From an optimization exercise on the open Yosys and OpenROAD flow, aimed at small area, a short achievable clock period and few clock cycles per item; shortcuts taken in it are not production practice. Where RTL was checked, it was by simulation tests only, not by an equivalence proof against the original.

## rev 12
## ahb_lite_fir_filter
module ahb_lite_fir_filter(
    input clk,
          n_rst,
    input logic hsel,
    input logic [3:0] haddr,
    input logic hsize,
    input logic [1:0] htrans,
    input logic hwrite,
    input logic [15:0] hwdata,
    output logic [15:0] hrdata,
    output logic hresp
);
    logic nonseq_wr, a15, ro, wr_req, rd_req;
    assign nonseq_wr = hwrite & (htrans == 2'b10);
    assign a15       = (haddr == 4'd15);
    assign ro        = (haddr[3:2] == 2'b00);
    assign hresp     = hsel & (a15 | (nonseq_wr & ro));
    assign wr_req    = hsel & nonseq_wr & ~ro & ~a15;
    assign rd_req    = hsel & ~nonseq_wr & ~a15;
    localparam int K = 9;                   
    localparam int L = 15 - K;              
    logic          wr_pend;
    logic [2:0]    wr_pair;
    logic [15:0]   smp, c0, c1, c2, c3;     
    logic [7:0]    r14, r15;                
    logic [15:0]   f0, f1, f2, f3;          
    logic [15:0]   h1, h2;                  
    logic          samp_pend;               
    logic [1:0]    seq;                     
    logic          k_t0, k_t2, k_t1, k_t3;  
    logic [15:0]   s1s, s1c;                
    logic          s1k;                     
    localparam int M = (18 - K) / 2;        
    logic [M-1:0]  bo_neg, bo_one, bo_two;  
    logic [15:0]   b2;                      
    logic [17:0]   ap;                      
  ...
Size in the first run: ~330 flip-flops, about 0.023 mm^2 of cells after synthesis.
==> flow/config.mk <==
export PLATFORM = sky130hd
export DESIGN_NAME = ahb_lite_fir_filter
export DESIGN_NICKNAME = ahb_lite_fir_filter
export VERILOG_FILES = /design/flow/design.v
export SDC_FILE = /design/flow/constraint.sdc
export NUM_CORES = 4
export LEC_CHECK = 0
export ABC_CLOCK_PERIOD_IN_PS = 5500
export CAP_MARGIN = 20
export CORE_MARGIN = 2
export CORE_UTILIZATION = 40
export SLEW_MARGIN = 20
==> flow/constraint.sdc <==
create_clock -name core_clock -period 12.0 [get_ports {clk}]
set_input_delay 2.4000 -clock core_clock [delete_from_list [all_inputs] [get_ports {clk}]]
set_output_delay 2.4000 -clock core_clock [all_outputs]
set_load 0.01 [all_outputs]
standard.sh (not shown) runs the stock make flow with config.mk's settings and CLKGATE_MAP_FILE= SYNTH_SCRIPT=/design/flow/synth_recipe.tcl, a recipe that flattens the netlist after the stock synthesis.
==> flow/flow/run.sh <==
#!/bin/bash
# The standard layout, with timing repair aimed at a setup slack margin
# (a shorter achieved period than the 12 ns constraint) and port buffers of a
# regular buffer cell. The clock and constraints are the standard flow's own.
set -euo pipefail
MARGIN=${MARGIN:-6.5}
bash standard.sh "SETUP_SLACK_MARGIN=$MARGIN" \
    "BUFFER_PORTS_ARGS=-buffer_cell sky130_fd_sc_hd__buf_2" finish > standard_flow.log 2>&1
#### Input delta (rev 13 over rev 12)
--- a/flow/design.v
+++ b/flow/design.v
@@ -472,56 +472,45 @@
     assign m2_w139 = m2_w58 ^ m2_w97 ^ m2_w96;
     assign m2_w140 = (m2_w58 & m2_w97) | (m2_w96 & (m2_w58 ^ m2_w97));
     assign m2_w141 = ((bo_one[3] & b2[14]) | (bo_two[3] & b2[13])) ^ m2_w99 ^ m2_w98;
     assign m2_w142 = (((bo_one[3] & b2[14]) | (bo_two[3] & b2[13])) & m2_w99) | (m2_w98 & (((bo_one[3] & b2[14]) | (bo_two[3] & b2[13])) ^ m2_w99));
     assign m2_w143 = ~bo_neg[2] ^ ((bo_one[3] & b2[15]) | (bo_two[3] & b2[14])) ^ m2_w100;
     assign m2_w144 = (~bo_neg[2] & ((bo_one[3] & b2[15]) | (bo_two[3] & b2[14]))) | (m2_w100 & (~bo_neg[2] ^ ((bo_one[3] & b2[15]) | (bo_two[3] & b2[14]))));
     assign m2_w145 = 1'b1 ^ ((bo_two[3] & b2[15]));
     assign m2_w146 = 1'b1 & ((bo_two[3] & b2[15]));
     assign m2_r0 = {m2_w145, m2_w142, m2_w141, m2_w138, m2_w136, m2_w134, m2_w132, m2_w130, m2_w128, m2_w126, m2_w124, m2_w122, m2_w120, m2_w118, m2_w116, m2_w114, m2_w112, m2_w110, m2_w108, m2_w106, m2_w104, m2_w102, (((bo_one[0] & b2[0])) ^ bo_neg[0])};
     assign m2_r1 = {m2_w144, m2_w143, m2_w140, m2_w139, m2_w137, m2_w135, m2_w133, m2_w131, m2_w129, m2_w127, m2_w125, m2_w123, m2_w121, m2_w119, m2_w117, m2_w115, m2_w113, m2_w111, m2_w109, m2_w107, m2_w105, m2_w103, m2_w101};
-    logic [L+1:0] m2_lo;
-    logic [15:0]  s16, c16;
-    logic         c_lo;
-    assign m2_lo = {1'b0, m2_r0[L-1:0], 1'b1} + {1'b0, m2_r1[L-1:0], s1k};
-    assign c_lo  = m2_lo[L+1];
+    logic [L:0]  m2_lo;
+    logic [15:0] s16, c16;
+    logic        c_lo;
+    assign m2_lo = {1'b0, m2_r0[L-1:0]} + {1'b0, m2_r1[L-1:0]} + {{L{1'b0}}, s1k};
+    assign c_lo  = m2_lo[L];
     assign s16   = m2_r0[L+15:L];
     assign c16   = m2_r1[L+15:L];
-    logic [17:0] wsum;
+    logic [16:0] wsum;
     logic        w;                         
-    assign wsum  = {1'b0, s16, 1'b1} + {1'b0, c16, c_lo};
-    assign w     = wsum[17];
-    logic [17:0] nb_x, ap_y, ra, rb, x1, y1, x2, y2, v1, v2, u1, u2;
-    logic [18:0] v2c;
+    assign wsum  = {1'b0, s16} + {1'b0, c16} + {16'd0, c_lo};
+    assign w     = wsum[16];
+    logic [17:0] nb_x, ap_y, s18, c18, v1, v2, u1, u2;
     logic        sub;
     assign sub  = k_t1 | k_t3;
     assign nb_x = k_t2 ? 18'h3FFFF : nb;
     assign ap_y = k_t2 ? 18'd1 : ap;
-    assign ra   = {2'b00, s16};
-    assign rb   = {2'b00, c16};
-    logic [17:0] a1x, a2x;
-    assign a1x  = nb_x ^ {18{sub}};
-    assign a2x  = ~ap_y;
-    logic [17:0] q1, q2;
-    assign x1   = a1x ^ ra ^ rb;
-    assign q1   = (a1x & ra) | (rb & (a1x ^ ra));
-    assign y1   = {q1[16:0], c_lo};
-    assign x2   = a2x ^ ra ^ rb;
-    assign q2   = (a2x & ra) | (rb & (a2x ^ ra));
-    assign y2   = {q2[16:0], 1'b1};
-    assign v1   = x1 + y1;
-    assign v2c  = {x2, 1'b1} + {y2, c_lo};
-    assign v2   = v2c[18:1];
-    assign u1   = sub ? {~v1[17:16] + {1'b0, w}, ~v1[15:0]} : {v1[17:16] - {1'b0, w}, v1[15:0]};
+    assign s18  = {2'b00, s16} ^ {18{sub}};
+    assign c18  = {2'b00, c16} ^ {18{sub}};
+    assign v1   = nb_x + s18 + c18 + {17'd0, sub} + {17'd0, c_lo ^ sub};    
+    assign v2   = {2'b00, s16} + {2'b00, c16} + {17'd0, c_lo} + ~ap_y + 18'd1;   
+    assign u1   = {v1[17:16] + (sub ? {1'b0, w} : -{1'b0, w}), v1[15:0]};
     assign u2   = {v2[17:16] - {1'b0, w}, v2[15:0]};
     logic err_new;
-    assign err_new = (v1[17] & ~(v1[16] ^ w)) | ((v2[17] ^ v2[16]) & ~(v2[17] ^ w));
+    assign err_new = (w ? (v2[17:16] == 2'b10) : (v2[17:16] == 2'b01)) |
+                     (w ? (v1[17:16] == 2'b11) : (v1[17:16] == 2'b10));
     logic busy, err_bit;
     assign busy    = wr_pend | samp_pend | r14[0];
     assign err_bit = k_t0 ? err_new : err;
     logic [15:0] mag, pdata, rdata;
     assign mag = res[16] ? (~res[15:0] + 16'd1) : res[15:0];
     always_comb begin
         case (haddr[3:1])
             3'd0:    pdata = {7'd0, err_bit, 7'd0, busy};
             3'd1:    pdata = mag;
             3'd2:    pdata = smp;
### Flow results
Die size: rev 13 is under rev 12
Compared with rev 12, in rev 13 multi-input combinational area share roughly the same; average wire length per cell after detail routing roughly the same.
Rev 13 supports a lower top clock frequency than rev 12.
Rev 13 ended up with a lower total cell area at the placement stage than rev 12 did.
The layout filler cell count of rev 13 falls short of that of rev 12 by 0.42%.
Lower worst-case headroom to the max-slew limit was reported by rev 13, not rev 12.
Testbench counts of rev 13, summed over its fixed seeds: cycles 2,064, samples 512.
For rev 12, only the layout was checked, not whether the RTL still works.

separate check: timing with driven ports:
The results above use ideal ports. As a check the final layouts listed here were re-extracted and re-timed, cells and wires unchanged. Step 1 sets driving cells, clkbuf_16 on the clock port and buf_2 on the other inputs (assumed; they add their load-dependent delay and slew). Step 2 adds t to the input delays and takes it off the output delays; t is the mean of the earliest and latest rising clock arrival at the registers after step 1. Input paths then give back, and output paths get back, about the clock's delay inside the block. Slacks: ideal / step 1 / step 2; pairs: ideal / step 1.
run	t, ns	setup WS [ns]	worst setup path after step 2	latest minus earliest clock arrival (ns)	worst slew at a driven data input, ns
rev 12	0.617	6.180 / 6.180 / 6.073	input to register	0.033 / 0.033	0.08
rev 13	0.612	6.113 / 6.113 / 6.091	input to register	0.029 / 0.028	0.09
After both steps setup and hold are still met in every run listed. For rev 12, which loses most, drivers alone change the setup slack by 0.000 ns; drivers and shift together by -0.107 ns.
